What follows belongs to an exercise in optimizing a design on an open flow for small area, a short achievable clock period and few clock cycles; a production flow would make more cautious choices.
Function was not checked in any run shown here: the RTL went through the layout flow alone.
Power and IR drop assume default switching activity.

### flow/design.v
`timescale 1ns / 1ps
module zhxpu_core(
	input clk,
	input rst,
	output wire [15:0] imem_addr,
	input [15:0] imem_rdata,
	input imem_ready,
	output wire [15:0] dmem_addr,
	output wire [15:0] dmem_wdata,
	output wire dmem_we,
	output wire dmem_re,
	input [15:0] dmem_rdata,
	input dmem_ready
);
	reg [15:0] pc;           
	reg [15:0] ir;           
	reg ir_sp, ir_ih, ir_ra;  
	reg [7:0] a_sel, b_sel;   
	reg [15:0] gpr [0:7];
	reg [15:0] sp, ih, ra;
	reg t;
	reg [15:0] ex_a, ex_b;   
	reg ex_cin;
	reg ex_add, ex_and, ex_or, ex_shl, ex_shr, ex_sh, ex_arith;
	reg ex_ld, ex_st, ex_cmp, ex_wr, ex_br;
	reg [3:0] ex_dst;        
	wire ex_mem = ex_ld | ex_st;
	wire hold = !imem_ready || (ex_mem && !dmem_ready);
	wire [15:0] sum;
	zx_add16 u_alu_add(.a(ex_a), .b(ex_b), .cin(ex_cin), .s(sum));
	wire [15:0] add_p = ex_a ^ ex_b;
	wire [15:0] add_k = {ex_a[14:0] | ex_b[14:0], ex_cin};
	wire add_zero = &(add_p ~^ add_k);
	wire [15:0] b_rev;
	genvar gi;
	generate for (gi = 0; gi < 16; gi = gi + 1) begin : g_rev
		assign b_rev[gi] = ex_b[15 - gi];
	end endgenerate
	wire [15:0] sh_in = ex_shl ? b_rev : ex_b;
	wire fill = ex_arith & ex_b[15];
	wire big = |ex_a[15:4];
	wire [15:0] sh1 = ex_a[0] ? {fill, sh_in[15:1]} : sh_in;
	wire [15:0] sh2 = ex_a[1] ? {{2{fill}}, sh1[15:2]} : sh1;
	wire [15:0] sh4 = ex_a[2] ? {{4{fill}}, sh2[15:4]} : sh2;
	wire [15:0] sh8 = ex_a[3] ? {{8{fill}}, sh4[15:8]} : sh4;
	wire [15:0] shr = big ? {16{fill}} : sh8;
	wire [15:0] shr_rev;
	generate for (gi = 0; gi < 16; gi = gi + 1) begin : g_rev2
		assign shr_rev[gi] = shr[15 - gi];
	end endgenerate
	wire [15:0] oth_fast = ({16{ex_and}} & (ex_a & ex_b)) | ({16{ex_or}} & (ex_a | ex_b));
	wire [15:0] oth = oth_fast | ({16{ex_ld}} & dmem_rdata)
		| ({16{ex_shl}} & shr_rev) | ({16{ex_shr}} & shr);
	wire [15:0] ex_res = ex_add ? sum : oth;
	wire ex_zero = ex_add ? add_zero : ~|oth_fast;
	wire ex_t = !add_zero;   
	assign dmem_addr = ex_a;
	assign dmem_wdata = ex_b;
	assign dmem_we = ex_st;
	assign dmem_re = ex_ld;
	always @(posedge clk) begin
		if (ex_wr) begin
			case (ex_dst)
				4'd8: sp <= ex_res;
				4'd9: ih <= ex_res;
				4'd10: ra <= ex_res;
				default: gpr[ex_dst[2:0]] <= ex_res;
			endcase
		end
		if (ex_cmp) t <= ex_t;
	end
	wire [4:0] op = ir[15:11];
	wire [2:0] rx = ir[10:8];
	wire [2:0] ry = ir[7:5];
	wire [2:0] rz = ir[4:2];
	wire i_addiu  = op == 5'b01001;
	wire i_addiu3 = op == 5'b01000;
	wire g_01100  = op == 5'b01100;
	wire i_addsp  = g_01100 && rx == 3'b011;
	wire i_bteqz  = g_01100 && rx == 3'b000;
	wire i_btnez  = g_01100 && rx == 3'b001;
	wire i_mtsp   = g_01100 && rx == 3'b100;
	wire g_11100  = op == 5'b11100;        
	wire i_subu   = g_11100 && ir[1];
	wire g_11101  = op == 5'b11101;
	wire i_and    = g_11101 && ir[4:0] == 5'b01100;
	wire i_or     = g_11101 && ir[4:0] == 5'b01101;
	wire i_cmp    = g_11101 && ir[4:0] == 5'b01010;
	wire i_srav   = g_11101 && ir[4:0] == 5'b00111;
	wire g_jmp    = g_11101 && ir[4:0] == 5'b00000;
	wire i_mfpc   = g_jmp && ry == 3'b010;
	wire i_jalr   = g_jmp && ry == 3'b110;
	wire i_jrra   = g_jmp && ry == 3'b001;
	wire i_jr     = g_jmp && ry == 3'b000;
	wire i_b      = op == 5'b00010;
	wire i_beqz   = op == 5'b00100;
	wire i_bnez   = op == 5'b00101;
	wire i_li     = op == 5'b01101;
	wire i_move   = op == 5'b01111;
	wire i_lw     = op == 5'b10011;
	wire i_lwsp   = op == 5'b10010;
	wire i_sw     = op == 5'b11011;
	wire i_swsp   = op == 5'b11010;
	wire g_11110  = op == 5'b11110;
	wire i_mfih   = g_11110 && !ir[0];
	wire i_mtih   = g_11110 && ir[0];
	wire g_shift  = op == 5'b00110;        
	wire use_sp = ir_sp;
	wire i_mem = i_lw | i_lwsp | i_sw | i_swsp;
	wire br_jump = i_jr | i_jalr | i_jrra;
	wire d_br = i_b | i_beqz | i_bnez | i_bteqz | i_btnez | br_jump;
	wire ir_spec = ir_sp | ir_ih | ir_ra;
	wire [2:0] b_idx = i_swsp ? rx : ry;
	reg [15:0] a_gpr, b_reg;
	integer ri;
	always @(*) begin
		a_gpr = 16'b0;
		b_reg = 16'b0;
		for (ri = 0; ri < 8; ri = ri + 1) begin
			a_gpr = a_gpr | (gpr[ri] & {16{a_sel[ri]}});
			b_reg = b_reg | (gpr[ri] & {16{b_sel[ri]}});
		end
	end
	wire [15:0] a_reg = ({16{!ir_spec}} & a_gpr) | ({16{ir_sp}} & sp) | ({16{ir_ih}} & ih) | ({16{ir_ra}} & ra);
	wire ex_wr_gpr = ex_wr && !ex_dst[3];
	wire fwd_a = ir_sp ? (ex_wr && ex_dst == 4'd8) :
		ir_ih ? (ex_wr && ex_dst == 4'd9) :
		ir_ra ? (ex_wr && ex_dst == 4'd10) :
		(ex_wr_gpr && ex_dst[2:0] == rx);
	wire fwd_b = ex_wr_gpr && ex_dst[2:0] == b_idx;
	wire [15:0] a_val = fwd_a ? ex_res : a_reg;
	wire [15:0] b_val = fwd_b ? ex_res : b_reg;
	wire t_val = ex_cmp ? ex_t : t;
	wire [15:0] sext8 = {{8{ir[7]}}, ir[7:0]};
	wire [15:0] sext4 = {{12{ir[3]}}, ir[3:0]};
	wire [15:0] sext5 = {{11{ir[4]}}, ir[4:0]};
	wire [15:0] sext11 = {{5{ir[10]}}, ir[10:0]};
	wire [3:0] shamt = (ir[4:2] == 3'b000) ? 4'd8 : {1'b0, ir[4:2]};
	wire br_rel = i_b | i_beqz | i_bnez | i_bteqz | i_btnez;
	wire off5 = i_lw | i_sw;
	wire [7:0] mem_off = off5 ? {{3{ir[4]}}, ir[4:0]} : ir[7:0];
	wire off_neg = off5 ? ir[4] : ir[7];
	wire [8:0] agu_lo = {1'b0, a_reg[7:0]} + {1'b0, mem_off};
	wire [7:0] agu_inc = a_reg[15:8] + 8'd1;
	wire [7:0] agu_dec = a_reg[15:8] - 8'd1;
	wire [7:0] agu_hi = (agu_lo[8] == off_neg) ? a_reg[15:8] : (off_neg ? agu_dec : agu_inc);
	wire [15:0] agu = {agu_hi, agu_lo[7:0]};
	wire [15:0] br_off = i_b ? sext11 : sext8;
	wire [15:0] br_target = pc + br_off;
	wire ex_slow = ex_sh | ex_ld;
	wire stall = fwd_a && (i_mem || ((i_beqz | i_bnez | br_jump) && ex_slow));
	wire a_zero = fwd_a ? ex_zero : (a_reg == 16'b0);
	wire taken = i_b | (i_beqz & a_zero) | (i_bnez & !a_zero)
		| (i_bteqz & !t_val) | (i_btnez & t_val) | br_jump;
	wire [15:0] pc_inc = pc + 16'd1;
	wire [15:0] br_dest = br_jump ? a_val : br_target;
	wire [15:0] pc_next = taken ? br_dest : pc_inc;
	wire i_addu_subu = g_11100;
	wire s1_a = i_addiu | i_addiu3 | i_addsp | g_11100 | i_and | i_or | i_cmp | i_srav
		| i_mfih | i_mtih;
	wire s1_agu = i_mem;
	wire s1_pc = d_br | (i_mfpc & !ex_br);
	wire s1_exa = i_mfpc & ex_br;
	wire s1_sh = g_shift;
	wire s2_b = i_mtsp | (g_11100 & !i_subu) | i_and | i_or | i_srav | g_shift | i_move
		| i_sw | i_swsp;
	wire s2_nb = i_subu | i_cmp;
	wire s2_i8 = i_addiu | i_addsp;
	wire s2_i4 = i_addiu3;
	wire s2_z8 = i_li;
	wire [15:0] op1 = ({16{s1_a}} & a_val) | ({16{s1_agu}} & agu) | ({16{s1_pc}} & pc)
		| ({16{s1_exa}} & ex_a) | ({12'b0, {4{s1_sh}} & shamt});
	wire [15:0] op2 = ({16{s2_b}} & b_val) | ({16{s2_nb}} & ~b_val) | ({16{s2_i8}} & sext8)
		| ({16{s2_i4}} & sext4) | ({8'b0, {8{s2_z8}} & ir[7:0]});
	wire d_cin = s2_nb | s1_exa;
	wire d_and = i_and;
	wire d_or = i_or;
	wire d_sh = i_srav | g_shift;
	wire d_shl = g_shift & !ir[1];
	wire d_arith = i_srav | (g_shift & ir[0]);
	wire d_ld = i_lw | i_lwsp;
	wire d_st = i_sw | i_swsp;
	wire d_cmp = i_cmp;
	wire d_wr = i_addiu | i_addiu3 | i_addsp | i_mtsp | g_11100 | i_and | i_or | i_srav
		| g_shift | i_mfpc | i_jalr | i_li | i_move | i_mfih | i_mtih | i_lw | i_lwsp;
	reg [3:0] d_dst;
	always @(*) begin
		if (i_addsp | i_mtsp) d_dst = 4'd8;
		else if (i_mtih) d_dst = 4'd9;
		else if (i_jalr) d_dst = 4'd10;
		else if (i_addiu3 | i_srav | i_lw) d_dst = {1'b0, ry};
		else if (g_11100) d_dst = {1'b0, rz};
		else d_dst = {1'b0, rx};
	end
	wire [4:0] f_op = imem_rdata[15:11];
	wire f_sp = (f_op == 5'b01100 && imem_rdata[10:8] == 3'b011) || f_op == 5'b10010 || f_op == 5'b11010;
	wire f_ih = f_op == 5'b11110 && !imem_rdata[0];
	wire f_ra = f_op == 5'b11101 && imem_rdata[7:5] == 3'b001 && imem_rdata[4:0] == 5'b00000;
	wire [4:0] fw_op = imem_rdata[15:11];
	wire [2:0] f_bidx = (fw_op == 5'b11010) ? imem_rdata[10:8] : imem_rdata[7:5];
	wire [7:0] f_asel = 8'b1 << imem_rdata[10:8];
	wire [7:0] f_bsel = 8'b1 << f_bidx;
	assign imem_addr = pc;
	always @(posedge clk) begin
		if (!rst) begin
			pc <= 16'b0;
			ir <= 16'b0;
			ir_sp <= 1'b0; ir_ih <= 1'b0; ir_ra <= 1'b0;
		end else if (!hold && !stall) begin
			a_sel <= f_asel;
			b_sel <= f_bsel;
			pc <= pc_next;
			ir <= imem_rdata;
			ir_sp <= f_sp; ir_ih <= f_ih; ir_ra <= f_ra;
		end
	end
	always @(posedge clk) begin
		if (!rst) begin
			ex_ld <= 1'b0; ex_st <= 1'b0; ex_cmp <= 1'b0; ex_wr <= 1'b0;
			ex_br <= 1'b0;
		end else if (!hold) begin
			ex_ld <= d_ld & !stall;
			ex_st <= d_st & !stall;
			ex_cmp <= d_cmp & !stall;
			ex_wr <= d_wr & !stall;
			ex_br <= d_br & !stall;
		end
	end
	always @(posedge clk) begin
		if (!hold) begin
			ex_a <= op1; ex_b <= op2; ex_cin <= d_cin;
			ex_add <= !(d_ld | d_and | d_or | d_sh);
			ex_shr <= d_sh & !d_shl;
			ex_and <= d_and; ex_or <= d_or; ex_shl <= d_shl;
			ex_sh <= d_sh; ex_arith <= d_arith; ex_dst <= d_dst;
		end
	end
endmodule
module zx_add16(
	input [15:0] a,
	input [15:0] b,
	input cin,
	output [15:0] s
);
	wire [15:0] p = a ^ b;
	wire [15:0] g0 = a & b;
	wire [15:0] g = {g0[15:1], g0[0] | (p[0] & cin)};
	wire [15:0] g1, p1, g2, p2, g3, p3, g4, p4;
	genvar i;
	generate for (i = 0; i < 16; i = i + 1) begin : lvl
		if (i % 2 == 1) begin
			assign g1[i] = g[i] | (p[i] & g[i - 1]);
			assign p1[i] = p[i] & p[i - 1];
		end else begin
			assign g1[i] = g[i];
			assign p1[i] = p[i];
		end
		if (i % 4 >= 2) begin
			assign g2[i] = g1[i] | (p1[i] & g1[(i / 4) * 4 + 1]);
			assign p2[i] = p1[i] & p1[(i / 4) * 4 + 1];
		end else begin
			assign g2[i] = g1[i];
			assign p2[i] = p1[i];
		end
		if (i % 8 >= 4) begin
			assign g3[i] = g2[i] | (p2[i] & g2[(i / 8) * 8 + 3]);
			assign p3[i] = p2[i] & p2[(i / 8) * 8 + 3];
		end else begin
			assign g3[i] = g2[i];
			assign p3[i] = p2[i];
		end
		if (i >= 8) begin
			assign g4[i] = g3[i] | (p3[i] & g3[7]);
			assign p4[i] = p3[i] & p3[7];
		end else begin
			assign g4[i] = g3[i];
			assign p4[i] = p3[i];
		end
	end endgenerate
	assign s = p ^ {g4[14:0], cin};
endmodule
### flow/flow/run.sh
#!/bin/bash
set -euo pipefail
bash standard.sh "BUFFER_PORTS_ARGS=-buffer_cell sky130_fd_sc_hd__buf_2" SETUP_SLACK_MARGIN=6 finish > standard_flow.log 2>&1
### flow/standard.sh
#!/bin/bash
# synth_recipe.tcl (not shown) runs the flow's synth.tcl, then flattens the netlist and writes it again
# the make line also repeats each setting of config.mk as NAME=value (left out here)
make -C /OpenROAD-flow-scripts/flow DESIGN_CONFIG=/design/flow/config.mk WORK_HOME=/design/flow/orfs CLKGATE_MAP_FILE= SYNTH_SCRIPT=/design/flow/synth_recipe.tcl "${@:-finish}"
### flow/config.mk
export PLATFORM = sky130hd
export DESIGN_NAME = zhxpu_core
export DESIGN_NICKNAME = zhxpu_core
export VERILOG_FILES = /design/flow/design.v
export SDC_FILE = /design/flow/constraint.sdc
export NUM_CORES = 4
export LEC_CHECK = 0
export ABC_AREA = 1
export CAP_MARGIN = 20
export CORE_MARGIN = 2
export CORE_UTILIZATION = 60
export CTS_BUF_LIST = sky130_fd_sc_hd__clkbuf_8
export SETUP_SLACK_MARGIN = 5
export SLEW_MARGIN = 20
export TNS_END_PERCENT = 10
### flow/constraint.sdc
create_clock -name core_clock -period 9.0 [get_ports {clk}]
set_input_delay 1.8000 -clock core_clock [delete_from_list [all_inputs] [get_ports {clk}]]
set_output_delay 1.8000 -clock core_clock [all_outputs]
set_load 0.01 [all_outputs]
==> results of run 1 <==
[timing repair]
item,4_1_cts,5_1_grt
setup buffers,49,42
pin swaps,18,19
gates resized for setup,80,97
cloned,3,4
setup endpoints to repair,298,252
[worst max-delay path by stage]
stage | to | slack, ns | cells after the start
after floorplan | a_sel[0] | 5.39 | 7
after global placement | b_sel[0] | 4.67 | 8
after detailed placement | ir[3] | 4.57 | 9
after CTS | dmem_addr[3] | 5.85 | 1
after global routing | dmem_addr[3] | 5.79 | 2
final | dmem_addr[3] | 5.81 | 2
[worst register-to-register path: stages, from the launching register on]
cell	delay, ns
dfxtp_2	0.33
buf_12	0.16
nor3_4	0.30
buf_4	0.22
nand2_1	0.06
nand2_1	0.20
inv_1	0.15
fa_1	0.47
nor2_1	0.14
o21ai_1	0.09
nand2_1	0.07
nand2_1	0.07
nand2_1	0.07
a21oi_1	0.07
xnor2_1	0.13
o21ai_0	0.16
nand3_1	0.09
[metrics by stage]
| stage | std cells | utilization (%) | instance area (um2) | hold WS [ns] | setup WS [ns] |
|---|---|---|---|---|---|
| 4_1_cts | 2908 | 68.55 | 20420 | 0.4851 | 5.850 |
| 3_3_place_gp | 2774 | 63.16 | 18820 | 0.4580 | 4.667 |
| 5_1_grt | 2954 | 71.17 | 21210 | 0.5134 | 5.795 |
| 6_report | 2954 | 71.17 | 21210 | 0.4964 | 5.809 |
| 3_5_place_dp | 2774 | 63.16 | 18820 | 0.4685 | 4.572 |
| 2_1_floorplan | 2365 | - | 18300 | 0.4362 | 5.394 |
[cell usage after synthesis (all sizes together), types with 6 or more instances]
master	count
a21o	6
nand3b	6
nor3	27
xnor2	13
buf	57
fa	8
a21oi	120
a211oi	11
clkbuf	36
nand2	801
o211ai	21
o21ai	109
nand3	237
dfxtp	41
or2	12
a31oi	6
edfxtp	236
nand4	32
nor2	212
a221oi	20
a22oi	9
xor2	24
o22ai	11
ha	63
nor4	8
inv	213
[cell usage in the layout, fill, tap and decap left out, drive strengths merged, types with 2 or more instances in the layout]
master    instances
a31oi             6
ha               63
nand3b            6
edfxtp          236
a211o             4
clkbuf           48
or2              12
nor4              8
a21boi            3
buf             202
a21oi           123
nand3           240
o21ai           109
a221oi           20
a22o              2
clkinvlp          7
fa                8
o211ai           21
and3              2
nand4            32
o21bai            3
nor2            212
dfxtp            41
clkinv           14
a22oi             9
xnor2            13
o22ai            11
xor2             24
a21o              6
nor3             27
a211oi           11
inv             225
nand2           802
o2111ai           4
bufinv            5
[registers in the layout (all words and copies together) (netlist names), 4 cells and up]
register and count:
gpr 128, ex_a 16, ex_b 16, ih 16, ir 16, pc 16, ra 16, sp 16
a_sel 8, b_sel 8, ex_dst 4
[where the power goes]
part           internal [W]  total (W)  leakage [nW]  switching [W]
logic              0.000309   0.000920          6.39       0.000611
clock network      0.000636    0.00117         0.524       0.000530
registers           0.00149    0.00157          2.53      0.0000809
[metal layers]
layer	vias up	GRT usage (%)	wire [um]
met5	-	0	48
met4	6	16.43	3026
met3	215	7.587	8784
met2	1395	60.57	28430
met1	8488	57.74	24830
li1	8320	-	-
[cells by family (layout without fill, tap and decap cells)]
logic type / Yosys count / after routing / share of synthesized area (%)
AOI/OAI and AO/OA: 333 / 336 / 10.94
DFF: 277 / 277 / 43.28
xor gates and xnor gates: 37 / 37 / 1.774
adders and majority gates: 71 / 71 / 5.191
buffers and inverters: 309 / 501 / 7.786
and+or+nand+nor: 1338 / 1342 / 31.03
[area by class of cell]
type,instances,area (um2),share of cell area [%]
Multi-Input combinational cell,1786,9458,44.60
Sequential cell,277,7929,37.39
Timing Repair Buffer,203,1531,7.222
Inverter,216,853.3,4.024
Clock buffer,47,646.9,3.050
Tap cell,390,488.0,2.301
Clock inverter,35,300.3,1.416
==> results.yml, run 1 <==
place:
  io_buffers: 85
  gp_congestion: 1.007
  hpwlAfterDp_mm: 44.02
yosys:
  postSynthCellCount: 2365
  synthesis.nets: 2472
  synth_edf_count: 236
  async_flop_share_pct: 0
  ys_top_cells_by_area: "edfxtp_1 39%, nand2_1 16%, nand3_1 6.4%"
  yosys_warnings: 1
  synth_area_leader_cell: "edfxtp_1"
  synthFlopType: "edfxtp_1"
  yosysSeqAreaShare_pct: 43.28
  syn_avg_cell_area_um2: 7.726
  ys_types: 64
  ys_ff_latch: 277
  syn-cell-area_mm2: 0.01827
  synth_top_area_share_pct: 38.79
grt:
  grt_pass1_wl_mm: 96.43
  grt_pass1_vias: 16897
  antenna_found_initial: 3
  grt.total_usage_pct: 40.37
  overflow: 0
  grt_max_degree: 47
final_layout:
  fillers: 2411
  layout-drive-gt1-share_pct: 16.69
  synthToLayoutAreaGrowth_pct: 16.07
  antenna_cells: 0
  finish.net_count: 2636
floorplanning:
  ios: 86
  start_util_pct: 61.32
  design.die.area_mm2: 0.03186
  die_height_um: 178.5
  die_w_um: 178.5
  core-area_mm2: 0.02980
  core.rowCount: 63
setup_path:
  cp.arrival_ns: 1.39
  crit_chain: "buf_6 > buf_6"
  path_common_cell: "buf_6"
  r2r_slack_ns: 5.95
  cp_slowest_cell: "edfxtp_1"
  startpoint: "ex_a[3]"
  max_stage_delay_ns: 0.51
  critPathLaunchType: "flip-flop"
  worst_r2r_startpoint: "ir_ra"
  path_buf_inv: 2
  critPathMaxFanout: 3
  timing.rr.end: "ex_a[14]"
  crit_type: "reg2out"
  critPathRequiredTime_ns: 7.20
  critical-path-top-delay-family: "flip-flops"
  r2r_cells: 16
  setup.worst_path.end_class: "primary output"
clock_network:
  root_buffer: "clkbuf_8"
  ctsHoldBuffers: 0
  cts.clk_slew.worst_paths_ns: 0.07
  cts_buffer_depth: 3
  htree_levels: 2
  cts.sinks: 277
  cts_inserted_buffers: 45
  clock_latency_ns: 0.59
  tritoncts: "done"
outcome:
  run_status: "complete, no violations"
hold_path:
  hold_end: "t"
  worstHoldStart: "t"
  min_path_type: "reg2reg"
  hold-path-cell-count: 2
sta:
  worst_slew_pin_slew_ns: 1.087
  hold_viol: 0
  drv_slew: 0
  finalSetupTns_ns: 0
  fin_crit_sh_pct: 35.45
  fin_skew_ns: 0.02742
  setup_violations: 0
  max_freq_mhz: 313.4
  slew_headroom_pct: 27.42
  period_needed_ns: 3.191
  rsz0062_at_grt: "true"
routing:
  first_pass_iters: 6
  vias: 18424
  antenna_left: 0
  wl_per_cell_um: 22.05
  viasPerCell: 6.237
  drt_first_iter_violations: 2604
  wl_mm: 65.12
  drc: 0
power:
  p_leak_nw: 9.449
  vdd_ir_drop_max_uv: 154.0
  power_w: 0.003659
  powerDensity_mw_per_mm2: 172.5
run:
  maxCapViolCount: 0
==> run 2: changes to the inputs <==
--- a/flow/design.v
+++ b/flow/design.v
@@ -21,9 +21,9 @@
 	reg t;
 	reg [15:0] ex_a, ex_b;   
 	reg ex_cin;
-	reg ex_add, ex_and, ex_or, ex_shl, ex_shr, ex_sh, ex_arith;
-	reg ex_ld, ex_st, ex_cmp, ex_wr, ex_br;
-	reg [3:0] ex_dst;        
+	reg ex_and, ex_or, ex_shl, ex_sh, ex_arith;
+	reg ex_ld, ex_st, ex_cmp, ex_br;
+	reg [10:0] ex_wsel;      
 	wire ex_mem = ex_ld | ex_st;
 	wire hold = !imem_ready || (ex_mem && !dmem_ready);
 	wire [15:0] sum;
@@ -48,9 +48,10 @@
 	generate for (gi = 0; gi < 16; gi = gi + 1) begin : g_rev2
 		assign shr_rev[gi] = shr[15 - gi];
 	end endgenerate
+	wire ex_add = !(ex_ld | ex_and | ex_or | ex_sh);
 	wire [15:0] oth_fast = ({16{ex_and}} & (ex_a & ex_b)) | ({16{ex_or}} & (ex_a | ex_b));
 	wire [15:0] oth = oth_fast | ({16{ex_ld}} & dmem_rdata)
-		| ({16{ex_shl}} & shr_rev) | ({16{ex_shr}} & shr);
+		| ({16{ex_sh & ex_shl}} & shr_rev) | ({16{ex_sh & !ex_shl}} & shr);
 	wire [15:0] ex_res = ex_add ? sum : oth;
 	wire ex_zero = ex_add ? add_zero : ~|oth_fast;
 	wire ex_t = !add_zero;   
@@ -59,14 +60,17 @@
 	assign dmem_we = ex_st;
 	assign dmem_re = ex_ld;
 	always @(posedge clk) begin
-		if (ex_wr) begin
-			case (ex_dst)
-				4'd8: sp <= ex_res;
-				4'd9: ih <= ex_res;
-				4'd10: ra <= ex_res;
-				default: gpr[ex_dst[2:0]] <= ex_res;
-			endcase
-		end
+		if (ex_wsel[0]) gpr[0] <= ex_res;
+		if (ex_wsel[1]) gpr[1] <= ex_res;
+		if (ex_wsel[2]) gpr[2] <= ex_res;
+		if (ex_wsel[3]) gpr[3] <= ex_res;
+		if (ex_wsel[4]) gpr[4] <= ex_res;
+		if (ex_wsel[5]) gpr[5] <= ex_res;
+		if (ex_wsel[6]) gpr[6] <= ex_res;
+		if (ex_wsel[7]) gpr[7] <= ex_res;
+		if (ex_wsel[8]) sp <= ex_res;
+		if (ex_wsel[9]) ih <= ex_res;
+		if (ex_wsel[10]) ra <= ex_res;
 		if (ex_cmp) t <= ex_t;
 	end
 	wire [4:0] op = ir[15:11];
@@ -122,12 +126,9 @@
 		end
 	end
 	wire [15:0] a_reg = ({16{!ir_spec}} & a_gpr) | ({16{ir_sp}} & sp) | ({16{ir_ih}} & ih) | ({16{ir_ra}} & ra);
-	wire ex_wr_gpr = ex_wr && !ex_dst[3];
-	wire fwd_a = ir_sp ? (ex_wr && ex_dst == 4'd8) :
-		ir_ih ? (ex_wr && ex_dst == 4'd9) :
-		ir_ra ? (ex_wr && ex_dst == 4'd10) :
-		(ex_wr_gpr && ex_dst[2:0] == rx);
-	wire fwd_b = ex_wr_gpr && ex_dst[2:0] == b_idx;
+	wire fwd_a = (!ir_spec && |(ex_wsel[7:0] & a_sel)) | (ir_sp & ex_wsel[8])
+		| (ir_ih & ex_wsel[9]) | (ir_ra & ex_wsel[10]);
+	wire fwd_b = |(ex_wsel[7:0] & b_sel);
 	wire [15:0] a_val = fwd_a ? ex_res : a_reg;
 	wire [15:0] b_val = fwd_b ? ex_res : b_reg;
 	wire t_val = ex_cmp ? ex_t : t;
@@ -216,23 +217,21 @@
 	end
 	always @(posedge clk) begin
 		if (!rst) begin
-			ex_ld <= 1'b0; ex_st <= 1'b0; ex_cmp <= 1'b0; ex_wr <= 1'b0;
+			ex_ld <= 1'b0; ex_st <= 1'b0; ex_cmp <= 1'b0; ex_wsel <= 11'b0;
 			ex_br <= 1'b0;
 		end else if (!hold) begin
 			ex_ld <= d_ld & !stall;
 			ex_st <= d_st & !stall;
 			ex_cmp <= d_cmp & !stall;
-			ex_wr <= d_wr & !stall;
+			ex_wsel <= (11'b1 << d_dst) & {11{d_wr & !stall}};
 			ex_br <= d_br & !stall;
 		end
 	end
 	always @(posedge clk) begin
 		if (!hold) begin
 			ex_a <= op1; ex_b <= op2; ex_cin <= d_cin;
-			ex_add <= !(d_ld | d_and | d_or | d_sh);
-			ex_shr <= d_sh & !d_shl;
 			ex_and <= d_and; ex_or <= d_or; ex_shl <= d_shl;
-			ex_sh <= d_sh; ex_arith <= d_arith; ex_dst <= d_dst;
+			ex_sh <= d_sh; ex_arith <= d_arith;
 		end
 	end
 endmodule
==> run 2 against run 1 <==
Compared with the run above:
- still clean on timing, DRC and antenna
- non-clock buffer count increased by 20
- final cell count decreased by 2.0%
- sequential share of layout area decreased by 0.062 points
- register-to-register slack got worse by 0.03 ns
- flip-flop and latch count increased by 4
- maximum frequency about the same
- hold slack improved by 0.012 ns
- largest cell class unchanged
==> results.yml, run 2 <==
final_layout:
  synthToLayoutAreaGrowth_pct: 19.45
  layout_commonest_cell: "nand2_1"
  largest_reg_flops: 128
  fillers: 2339
  layout-drive-gt1-share_pct: 19.44
  instances_no_fill: 2895
  finish.net_count: 2577
  multi_input_area_mm2: 0.009520
  final_util_pct: 72.24
  seqCellArea_mm2: 0.007949
  antenna_cells: 0
  layout_common_cells: "716 x nand2_1, 237 x nand3_1, 230 x edfxtp_1"
yosys:
  postSynthCellCount: 2282
  yosysSeqAreaShare_pct: 44.47
  synthesis.nets: 2389
  ys_top_cells_by_area: "edfxtp_1 39%, nand2_1 16%, nand3_1 7.5%"
  ys_types: 61
  yosys_warnings: 2
  synth.most_common_cell: "nand2_1"
  ys_ff_latch: 281
  synth_area_leader_cell: "edfxtp_1"
  synth_commonest_cells: "755 x nand2_1, 266 x nand3_1, 230 x edfxtp_1"
  synth_top_area_share_pct: 38.74
  async_flop_share_pct: 0
  synth_edf_count: 230
  syn-cell-area_mm2: 0.01783
  syn_avg_cell_area_um2: 7.813
  synthFlopType: "edfxtp_1"
grt:
  overflow: 0
  grt_max_degree: 52
  grt.total_usage_pct: 40.05
  grt_pass1_wl_mm: 94.34
  grt_pass1_vias: 16572
  antenna_found_initial: 0
clock_network:
  htree_levels: 2
  clock_latency_ns: 0.61
  tritoncts: "done"
  cts.clk_slew.worst_paths_ns: 0.06
  cts.sinks: 281
  root_buffer: "clkbuf_8"
  ctsHoldBuffers: 0
  cts_buffer_depth: 3
  cts_inserted_buffers: 46
power:
  power_w: 0.003634
  p_leak_nw: 9.360
  powerDensity_mw_per_mm2: 170.6
  vdd_ir_drop_max_uv: 150.2
floorplanning:
  design.die.area_mm2: 0.03111
  die_height_um: 176.4
  core-area_mm2: 0.02948
  start_util_pct: 60.47
  core.rowCount: 63
  ios: 86
  die_w_um: 176.4
place:
  hpwlAfterDp_mm: 43.73
  io_buffers: 85
  placedCellCount: 2700
  gp_congestion: 0.9866
routing:
  vias: 18120
  wl_mm: 64.06
  drt_first_iter_violations: 2396
  antenna_left: 0
  first_pass_iters: 5
  drc: 0
  viasPerCell: 6.259
  wl_per_cell_um: 22.13
setup_path:
  worst_r2r_startpoint: "ex_and"
  cp_slowest_cell: "edfxtp_1"
  max_stage_delay_ns: 0.58
  crit_chain: "buf_2"
  timing.rr.end: "pc[10]"
  r2r_slack_ns: 5.92
  critPathMaxFanout: 5
  path_buf_inv: 1
  r2r_cells: 16
  setup.worst_path.end_class: "primary output"
  critPathRequiredTime_ns: 7.20
  crit_type: "reg2out"
  critical-path-top-delay-family: "flip-flops"
  cp.arrival_ns: 1.39
  critPathLaunchType: "flip-flop"
sta:
  worst_slew_pin_slew_ns: 1.087
  max_freq_mhz: 313.5
  period_needed_ns: 3.190
  slew_headroom_pct: 27.26
  rsz0062_at_grt: "true"
  hold_viol: 0
  drv_slew: 0
  finalSetupTns_ns: 0
  fin_crit_sh_pct: 35.44
  setup_violations: 0
  fin_skew_ns: 0.04524
hold_path:
  min_path_type: "reg2reg"
  hold_end: "t"
  hold-path-cell-count: 2
  worstHoldStart: "t"
run:
  maxCapViolCount: 0
outcome:
  run_status: "complete, no violations"
## run 2: cell types whose count changed in the layout (fill, tap and decap cells not counted), sizes merged, moves of 18 or more
cell | before | now
nand2 | 802 | 760
nand3 | 240 | 268
a21oi | 123 | 141
inv | 225 | 203
nor2 | 212 | 138
buf | 202 | 222
## run 2: logic make-up after synthesis
family	after synthesis	synth area share [%]
fa+ha+maj	71	5.320
xor+xnor	33	1.621
flops	281	44.47
compound gates	356	11.90
buf+inv	284	6.611
simple gates	1257	30.08
## run 2: final cells by class
type / instances / area share [%]
multi-input cells: 1718 / 44.71
well taps: 390 / 2.291
flip-flops and latches: 281 / 37.33
clock buffers: 52 / 3.361
clock inverters: 31 / 1.052
repair buffers: 223 / 7.485
inverters: 198 / 3.731
repair inverters: 2 / 0.04700
## run 2: worst max path at each step
stage,start,endpoint,depth (start not counted)
6_report,ex_a[8],dmem_addr[8],1
5_1_grt,a_sel[7],ex_a[14],18
4_1_cts,ex_a[6],ex_b[0],12
3_5_place_dp,imem_ready,a_sel[2],8
3_3_place_gp,imem_ready,a_sel[2],8
2_1_floorplan,ex_a[0],ex_b[8],16
## run 2: layer usage
layer / vias to the layer above / routed length, um / track usage [%]
met5: - / 0 / 0
met4: 0 / 2715 / 16.01
met3: 192 / 8062 / 7.730
met2: 1314 / 28210 / 60.88
met1: 8418 / 25070 / 56.71
li1: 8196 / - / -
## run 2: stage by stage
step | hold slack [ns] | setup slack, ns | area [um2]
finish | 0.5084 | 5.810 | 21300
global route | 0.5248 | 5.806 | 21300
CTS | 0.5008 | 5.798 | 20030
detailed placement | 0.4774 | 4.578 | 18560
global placement | 0.4688 | 4.667 | 18560
floorplan | 0.4594 | 5.853 | 17860
## run 2: repair_timing
action	in CTS	in global routing
setup endpoints to repair	320	199
gates resized for setup	63	182
pin swaps	7	58
cloned	2	1
endpoints found under the hold margin	0	0
buffers inserted	36	73
## run 2: worst min-delay path, cell delays in order, from the launching register on
cell	delay, ns
dfxtp_1	0.29
inv_1	0.05
o21ai_2	0.09
## run 2: power by group
part | switching [W] | internal [W] | total [W]
clock network | 0.000533 | 0.000620 | 0.00115
logic | 0.000598 | 0.000330 | 0.000928
registers | 0.0000690 | 0.00148 | 0.00155

## afterwards: timing with drivers on the ports
How much do the figures lean on ideal ports? The routed layouts below were timed once more, with nothing changed but the port constraints. Step 1 (the two cells are an assumption about what drives the block):
set clk [get_ports {clk}]
set_driving_cell -lib_cell sky130_fd_sc_hd__clkbuf_16 $clk
set_driving_cell -lib_cell sky130_fd_sc_hd__buf_2 [delete_from_list [all_inputs] $clk]
Step 2, shift: input delay + t, output delay - t, t = (earliest + latest rising clock arrival at the registers) / 2. This alone moves slack from input paths to output paths. a / b / c = ideal ports / drivers / drivers and shift; a / b = the first two.
run | shift t [ns] | slack for setup (ns) | worst hold slack (ns) | clock arrival spread, ns | worst slew at a driven data input, ns
run 1 | 0.623 | 5.809 / 5.759 / 5.441 | 0.496 / 0.496 / 0.496 | 0.028 / 0.027 | 0.04
run 2 | 0.639 | 5.810 / 5.756 / 5.476 | 0.508 / 0.508 / 0.508 | 0.045 / 0.045 | 0.04
After both steps every run listed still meets setup and hold. The setup slack of run 1, which loses most, moves by -0.050 ns with the drivers and by -0.368 ns with both steps.
